From an optimization exercise on the open Yosys and OpenROAD flow, aimed at small area and a short achievable clock period; shortcuts taken in it are not production practice.
Function was not checked in any run shown here: the RTL went through the layout flow alone.
Power is estimated from default activity; no workload was simulated.

## flow/design.v (module list and top-level ports; edited modules follow where they fit)
// module fa: 4 lines
// module ha: 4 lines
// module top_fp_mul_N32_M23_E8: 1341 lines
module top_fp_mul_N32_M23_E8(input  wire clk,
                             input  wire [31:0] a1,
                             input  wire [31:0] b1,
                             output wire [31:0] y);
  // ...
==> flow/flow/run.sh <==
#!/bin/bash
bash standard.sh MATCH_CELL_FOOTPRINT=0 "BUFFER_PORTS_ARGS=-buffer_cell sky130_fd_sc_hd__buf_2" finish > standard.log 2>&1
==> flow/standard.sh <==
#!/bin/bash
# synth_recipe.tcl (not shown) runs the flow's synth.tcl, then flattens the netlist and writes it again
# the make line also repeats each setting of config.mk as NAME=value (left out here)
make -C /OpenROAD-flow-scripts/flow DESIGN_CONFIG=/design/flow/config.mk WORK_HOME=/design/flow/orfs CLKGATE_MAP_FILE= SYNTH_SCRIPT=/design/flow/synth_recipe.tcl "${@:-finish}"
==> flow/config.mk <==
export PLATFORM = sky130hd
export DESIGN_NAME = top_fp_mul_N32_M23_E8
export DESIGN_NICKNAME = top_fp_mul_N32_M23_E8
export VERILOG_FILES = /design/flow/design.v
export SDC_FILE = /design/flow/constraint.sdc
export NUM_CORES = 4
export LEC_CHECK = 0
export ABC_AREA = 1
export CAP_MARGIN = 20
export CORE_MARGIN = 2
export CORE_UTILIZATION = 40
export CTS_CLUSTER_SIZE = 30
export PLACE_DENSITY = 0.75
export SETUP_SLACK_MARGIN = 3.75
export SLEW_MARGIN = 70
export SYNTH_HIERARCHICAL = 1
==> flow/constraint.sdc <==
create_clock -name core_clock -period 8.5 [get_ports {clk}]
set_input_delay 1.7000 -clock core_clock [delete_from_list [all_inputs] [get_ports {clk}]]
set_output_delay 1.7000 -clock core_clock [all_outputs]
set_load 0.01 [all_outputs]
==> metrics.yaml, run 1 <==
rows: 74
die_area_sq_um: 42730
postPlaceCellArea_sq_um: 17380
die_h_um: 206.7
hold_buffers: 0
grt_pass1_wl_um: 80110
status: "complete, no violations"
worst_ep_arrival_time_ns: 2.89
use_met1: 0.3190
hold_violations: 0
largestRegisters: "rx x25, ra x23, ry x23"
synth.distinct_cells: 49
yosys.area.top_type: "fa_1"
finish.utilization: 0.4445
clock_latency_ns: 0.42
wl_met1_um: 19920
final-setup-viol-count: 0
routed-wl-met2_um: 22270
cts_max_path_buffers: 2
vias: 14040
clkbuf_count: 18
critPathMaxFanout: 17
fillers: 3772
ioPinCount: 97
hold_depth: 0
path_common_cell: "nand2_1"
power_density_nw_per_um2: 411.6
synth_edf_count: 0
path_class: "reg2out"
layout_min_cycle_time_ns: 4.586
clock_area_frac: 0.03137
avgRoutedWirePerCell_um: 21.96
period_share: 0.5395
synthAdderAreaFrac: 0.3725
==> run 2, diff against run 1 <==
--- a/flow/design.v
+++ b/flow/design.v
@@ -1228,18 +1228,18 @@
   fa u565 (.a(nneg[9]), .b(ra[18]), .ci(ra[19]), .s(s564), .co(c565));
   fa u567 (.a(pp10[23]), .b(pp11[21]), .ci(s564), .s(s566), .co(c567));
   fa u569 (.a(c559), .b(s566), .ci(c561), .s(s568), .co(c569));
   fa u571 (.a(n10), .b(c565), .ci(pp10[24]), .s(s570), .co(c571));
   fa u573 (.a(pp11[22]), .b(c567), .ci(s570), .s(s572), .co(c573));
   fa u575 (.a(nneg[10]), .b(ra[20]), .ci(ra[21]), .s(s574), .co(c575));
   fa u577 (.a(pp11[23]), .b(s574), .ci(c571), .s(s576), .co(c577));
   fa u579 (.a(n11), .b(c575), .ci(pp11[24]), .s(s578), .co(c579));
-  wire [21:0] lx = {c211, c191, s188, c155, c139, c123, c109, c95, s92, c71, c61, c51, s48, c35, s32, s26, s20, s16, c13, pp1[0], pp0[1], neg[0]};
-  wire [21:0] ly = {s230, s210, s190, s172, s154, s138, s122, s108, s94, s82, s70, s60, s50, s42, s34, s28, s22, s18, s14, s12, 1'b0, pp0[0]};
+  wire [18:0] lx = {c155, c139, c123, c109, c95, s92, c71, c61, c51, s48, c35, s32, s26, s20, s16, c13, pp1[0], pp0[1], neg[0]};
+  wire [18:0] ly = {s172, s154, s138, s122, s108, s94, s82, s70, s60, s50, s42, s34, s28, s22, s18, s14, s12, 1'b0, pp0[0]};
   wire cg1 = (lx[1] & ly[1]) | ((lx[1] | ly[1]) & (lx[0] & ly[0]));
   wire cp1 = (lx[1] | ly[1]) & (lx[0] | ly[0]);
   wire cg2 = (lx[3] & ly[3]) | ((lx[3] | ly[3]) & (lx[2] & ly[2]));
   wire cp2 = (lx[3] | ly[3]) & (lx[2] | ly[2]);
   wire cg3 = cg2 | (cp2 & cg1);
   wire cp3 = cp2 & cp1;
   wire cg4 = (lx[4] & ly[4]) | ((lx[4] | ly[4]) & cg3);
   wire cp4 = (lx[4] | ly[4]) & cp3;
@@ -1264,59 +1264,53 @@
   wire cg14 = (lx[16] & ly[16]) | ((lx[16] | ly[16]) & (lx[15] & ly[15]));
   wire cp14 = (lx[16] | ly[16]) & (lx[15] | ly[15]);
   wire cg15 = (lx[18] & ly[18]) | ((lx[18] | ly[18]) & (lx[17] & ly[17]));
   wire cp15 = (lx[18] | ly[18]) & (lx[17] | ly[17]);
   wire cg16 = cg13 | (cp13 & cg9);
   wire cp16 = cp13 & cp9;
   wire cg17 = cg15 | (cp15 & cg14);
   wire cp17 = cp15 & cp14;
-  wire cg18 = (lx[19] & ly[19]) | ((lx[19] | ly[19]) & cg17);
-  wire cp18 = (lx[19] | ly[19]) & cp17;
-  wire cg19 = (lx[21] & ly[21]) | ((lx[21] | ly[21]) & (lx[20] & ly[20]));
-  wire cp19 = (lx[21] | ly[21]) & (lx[20] | ly[20]);
-  wire cg20 = cg18 | (cp18 & cg16);
-  wire cp20 = cp18 & cp16;
-  wire cg21 = cg19 | (cp19 & cg20);
-  wire cp21 = cp19 & cp20;
-  wire [22:22] lsum;
-  assign lsum[22] = cg21;
-  wire [0:0] mx = {c231};
-  wire [0:0] my = {s250};
-  wire [24:0] hx = {(c579 ^ n11), (c577 ^ s578), (c573 ^ s576), (c569 ^ s572), (c563 ^ s568), (c557 ^ s562), (c549 ^ s556), (c541 ^ s548), (c531 ^ s540), (c521 ^ s530), (c509 ^ s520), (c497 ^ s508), (c483 ^ s496), (c469 ^ s482), (c453 ^ s468), (c437 ^ s452), (c419 ^ s436), (c401 ^ s418), (c381 ^ s400), (c361 ^ s380), (c339 ^ s360), (c317 ^ s338), c295, c273, s272};
-  wire [23:0] hy = {(c579 & n11), (c577 & s578), (c573 & s576), (c569 & s572), (c563 & s568), (c557 & s562), (c549 & s556), (c541 & s548), (c531 & s540), (c521 & s530), (c509 & s520), (c497 & s508), (c483 & s496), (c469 & s482), (c453 & s468), (c437 & s452), (c419 & s436), (c401 & s418), (c381 & s400), (c361 & s380), (c339 & s360), (c317 & s338), s316, s294};
+  wire cg18 = cg17 | (cp17 & cg16);
+  wire cp18 = cp17 & cp16;
+  wire [19:19] lsum;
+  assign lsum[19] = cg18;
+  wire [3:0] mx = {c231, c211, c191, s188};
+  wire [3:0] my = {s250, s230, s210, s190};
+  wire [24:0] hx = {c579, c577, c573, c569, c563, c557, c549, c541, c531, c521, c509, c497, c483, c469, c453, c437, c419, c401, c381, c361, c339, c317, c295, c273, s272};
+  wire [23:0] hy = {n11, s578, s576, s572, s568, s562, s556, s548, s540, s530, s520, s508, s496, s482, s468, s452, s436, s418, s400, s380, s360, s338, s316, s294};
   reg  [24:0] rx;           
   reg  [23:0] ry;
-  reg  [0:0] rmx, rmy;     
+  reg  [3:0] rmx, rmy;     
   reg         rcj, rS2, rs2;
   reg  [7:0]  re2;
   always @(posedge clk) begin
     rx   <= hx;
     ry   <= hy;
     rmx  <= mx;
     rmy  <= my;
-    rcj  <= lsum[22];
+    rcj  <= lsum[19];
     rS2  <= rS;
     rs2  <= rs;
     re2  <= re;
   end
-  wire [0+1:0] msum = {1'b0, rmx} + {1'b0, rmy} + {{(0+1){1'b0}}, rcj};
-  wire q_p22 = msum[0];
-  wire q_c23 = msum[0+1];
+  wire [3+1:0] msum = {1'b0, rmx} + {1'b0, rmy} + {{(3+1){1'b0}}, rcj};
+  wire q_p22 = msum[3];
+  wire q_c23 = msum[3+1];
   wire r1 = q_p22 | rS2;
   wire r0 = q_p22 & rS2;
   wire q_p0 = rx[0] ^ q_c23;
   wire q_g0 = rx[0] & q_c23;
   wire ci_n  = q_g0;                  
   wire ci_r0 = q_g0 | (q_p0 & r0);
   wire ci_r1 = q_g0 | (q_p0 & r1);
   wire [24:1] p, g;
   genvar b;
   generate for (b = 1; b <= 24; b = b + 1) begin : g_pg
-    if (b > 2) begin : g_reg
+    if (b > 24) begin : g_reg
       assign p[b] = rx[b];
       assign g[b] = ry[b-1];
     end else begin : g_add
       assign p[b] = rx[b] ^ ry[b-1];
       assign g[b] = rx[b] & ry[b-1];
     end
   end endgenerate
   wire [23:0] gl [0:5];
==> flow/config.mk (replaced) <==
export PLATFORM = sky130hd
export DESIGN_NAME = top_fp_mul_N32_M23_E8
export DESIGN_NICKNAME = top_fp_mul_N32_M23_E8
export VERILOG_FILES = /design/flow/design.v
export SDC_FILE = /design/flow/constraint.sdc
export NUM_CORES = 4
export LEC_CHECK = 0
export ABC_AREA = 1
export CAP_MARGIN = 20
export CORE_MARGIN = 2
export CORE_UTILIZATION = 40
export SETUP_SLACK_MARGIN = 3.75
export SLEW_MARGIN = 70
export SYNTH_HIERARCHICAL = 1
==> run 2 against run 1 <==
  * Still clean on timing, DRC and antenna
  * Clock-buffer cell count is the same
  * Die area grew 2.9%
  * Maximum frequency is essentially flat
  * Worst setup slack gained 0.0035 ns
  * Register-to-register slack lost 0.06 ns
  * First-iteration DRC count shrank 35%
  * Combinational power grew 8.7%
  * Clock power grew 3.8%
  * Non-clock buffer count grew 21
  * Sequential share of layout area grew 0.13 points
  * Via count grew 0.74%
  * Largest cell class unchanged
==> metrics.yaml, run 2 <==
syn_avg_cell_area_sq_um: 9.007
drt_iter0_drc: 1307
synth-compound-area-share: 0.1383
cts_made_buffers: 17
slew_headroom: 0.6872
worstPathCellList: "ha_4, a21oi_2, o21ai_1, nand2_1, nand2_1, nand2_2, nand2_4, nor2_4, fa_2, buf_12, fa_2, xor2_1, nand2_1, nand2_1, buf_2"
drv_cap: 0
htree_levels: 4
nets: 2316
grt_pass1_wl_um: 83230  # +3.9%
synthAdderAreaFrac: 0.3638  # -0.008751
slowest_stage: "fa_2"
globalRouteTotalUtil: 0.2457
synth_top_family_by_area: "adder cells"
pwr-share-clk: 0.090
post-place-cells: 2416
antenna-diode-count: 0
area_growth_pct: 12.40
setup.worst_path.end_class: "primary output"
clock_latency_ns: 0.45  # +0.03 ns
p_int_mw: 3.963
critPathTopFamily: "adder cells"
drtPass1Iterations: 6
cts_root_buffer: "clkbuf_16"
postPlaceCellArea_sq_um: 17950  # +3.3%
muxShareOfSynthArea: 0.003329
tns_ns: 0
r2r_start: "two[1]"
vdd_drop_max_uv: 246.0
rsz0062_at_grt: "yes"
die_area_sq_um: 43950  # +2.9%
ant_nets: 0
final_max_slew_viol_count: 0
hold_buffers: 0  # unchanged
regMostFlops: "rx"
layout.cells.non_filler: 2472
synth-simple-area-share: 0.1041
cp.required_ns: 6.80
syn_area_sq_um: 16910
antenna_found_initial: 0
synth_edf_count: 0  # unchanged
p_sw_mw: 3.984
viasPerCell: 5.722
vias: 14140  # +0.74%
clk_pin_slew_worst_paths_ns: 0.05
seq_power_share: 0.125
status: "complete, no violations"
synthCells: 1878
grt_pass1_vias: 14400
worstMarginPinSlew_ns: 0.4659
path_class: "reg2out"
largestRegisters: "rx x25, ry x24, ra x23"
start_kind: "flip-flop"
crit_path_max_incr_delay_ns: 0.39
leakage_nw: 8.406
finalInstanceArea_sq_um: 19010
worst-path-buf-inv: 2
cts_max_path_buffers: 2  # unchanged
io_buffers: 96
power_density_nw_per_um2: 418.0  # +1.5%
critPathMaxFanout: 5  # -12
core_sq_um: 41850
synth_commonest_cells: "301 x xor2_1, 268 x fa_1, 264 x o22ai_1"
drive_gt1_frac: 0.1531
yosysMostFrequentCell: "xor2_1"
worstHoldStart: "re[6]"
ys_ff_latch: 136
min_path_type: "reg2reg"
largest_reg_flops: 25
drc: 0
synth-xor-area-share: 0.1574
grt_max_degree: 27
syn_nets: 2274
skew_ns: 0.009276
avgRoutedWirePerCell_um: 21.57  # -1.8%
path_common_cell: "nand2_1"
ioPinCount: 97  # unchanged
async_flop_share: 0
start_util: 0.4042
yosys.area.top_type: "fa_1"
layout_commonest_cell: "xor2_1"
die_w_um: 209.6
cts_tree: "done"
worst_ep_arrival_time_ns: 2.88  # about the same
layout_common_cells: "293 x xor2_1, 266 x fa_1, 264 x o22ai_1, 241 x nand2_1, 147 x inv_1"
cts_sinks: 136
p_comb_frac: 0.785
routed_wl_um: 53320
synth.area.top_cells: "fa_1 32%, dfxtp_1 16%, xor2_1 16%"
period_share: 0.5391  # about the same
layout_min_cycle_time_ns: 4.582  # -0.003500 ns
synth.distinct_cells: 52  # +6.1%
ys.flop_type: "dfxtp_1"
grt-ovfl-total: 0
ys_seq_area_frac: 0.1610
place.gp.congestion: 0.9072
clock.fmax_ghz: 0.2182
rows: 75  # +1.4%
netSwitchingFraction: 0.5014
synth_top_area_frac: 0.3172
die_h_um: 209.6  # +1.4%
synth_warnings: 7
final-setup-viol-count: 0  # unchanged
hold_violations: 0  # unchanged
dp_hpwl_um: 38090
cp-startpoint: "rmx[0]"
==> run 2: changes by cell type after synthesis, moves of 5 or more <==
cell and delta:
dfxtp_1 +7, o21ai_1 -5, nand2_2 -6, nor2_1 +6, inv_1 +12, o211ai_1 -6
xnor2_1 -18, nand3_1 +14, nand2_1 +62, nor3_1 +5
==> run 2: metrics by stage <==
stage	util	setup WS [ns]	power, mW	hold WS (ns)
CTS	0.4460	3.744	7.691	0.3251
floorplan	-	4.249	5.010	0.3096
finish	0.4543	3.918	7.947	0.3247
global placement	0.4254	3.741	6.672	0.3112
detailed placement	0.4289	3.863	6.775	0.3121
global route	0.4543	3.726	8.793	0.3323
==> run 2: path summary, 6_finish.rpt <==
path | endpoint | slack (ns) | cells after the start
max | y[2] | 3.92 | 15
min | re2[6] | 0.32 | 0
max reg2reg | rx[0] | 3.93 | 10
min reg2reg | re2[6] | 0.32 | 0
==> run 2: per-module statistics from Yosys, one instance, submodules excluded <==
| module | flops+latches | cell area [sq um] | copies in the design | cells inside |
|---|---|---|---|---|
| ha | 0 | 12.51 | 20 | 1 |
| fa | 0 | 20.02 | 264 | 1 |
| top_fp_mul_N32_M23_E8 | 136 | 11380 | 1 | 1594 |
==> run 2: cells by family after synthesis <==
logic type / Yosys count
AOI/OAI and AO/OA: 376
DFF: 136
and+or+nand+nor: 414
buffers and inverters: 312
muxes: 5
xor gates and xnor gates: 304
adders and majority gates: 331
==> run 2: per-layer routing <==
metal / track usage / vias to the layer above / wire length [um]
li1: - / 6290 / -
met1: 0.3409 / 6924 / 22870
met2: 0.3687 / 812 / 23220
met3: 0.05432 / 118 / 5298
met4: 0.1086 / 0 / 1931
met5: 0 / - / 0
==> run 2: area by class of cell <==
type | count | area (sq um)
Multi-Input combinational cell | 1434 | 13310
Sequential cell | 136 | 2738
Tap cell | 539 | 674.4
Clock buffer | 18 | 429.2
Inverter | 173 | 691.9
Fill cell | 4049 | 22840
Clock inverter | 14 | 147.6
Timing Repair Buffer | 158 | 1025
==> run 2: repair_timing <==
item,in CTS,in global routing
endpoints found under the setup margin,31,31
gates cloned,2,2
pin swaps,5,22
buffers inserted,8,12
hold endpoints to repair,0,0
gates resized for setup,12,53
==> run 2: worst register-to-register path: cells and delay by family, from the launching register on <==
family	cells	cell delay [ns]
AOI/OAI and AO/OA	1	0.30
adders and majority gates	7	3.09
xor gates and xnor gates	1	0.24
DFF	1	0.45
buffers and inverters	1	0.36
==> run 2: power groups by stage <==
stage / Sequential, mW / Clock (mW) / Combinational, mW
after global routing: 1.01 / 0.756 / 7.03
after detailed placement: 0.992 / 0 / 5.78
after global placement: 0.984 / 0 / 5.69
final: 0.989 / 0.719 / 6.24
after CTS: 0.980 / 0.737 / 5.97
after floorplan: 0.964 / 0 / 4.05

[port drivers added, routing unchanged]
The flow's constraints put no driver on any port. The routed layouts listed below were extracted and timed again, unchanged, in two steps. Step 1 (the two cells are an assumption about what drives the block):
set clk [get_ports {clk}]
set_driving_cell -lib_cell sky130_fd_sc_hd__clkbuf_16 $clk
set_driving_cell -lib_cell sky130_fd_sc_hd__buf_2 [delete_from_list [all_inputs] $clk]
Step 2 also shifts input and output timing later by t, the mid clock arrival at the registers, as if the neighbouring blocks saw the same clock. a / b / c = ideal / step 1 / step 2; a / b = the first two.
run | t, ns | slack for setup (ns) | hold WS [ns] | slew at the worst register clock pin (ns) | pins driven straight from the clock port
run 1 | 0.464 | 3.914 / 3.867 / 3.990 | 0.325 / 0.325 / 0.325 | 0.06 / 0.06 | 1
run 2 | 0.497 | 3.918 / 3.861 / 3.929 | 0.325 / 0.325 / 0.325 | 0.06 / 0.06 | 1
After both steps every run listed still meets setup and hold.
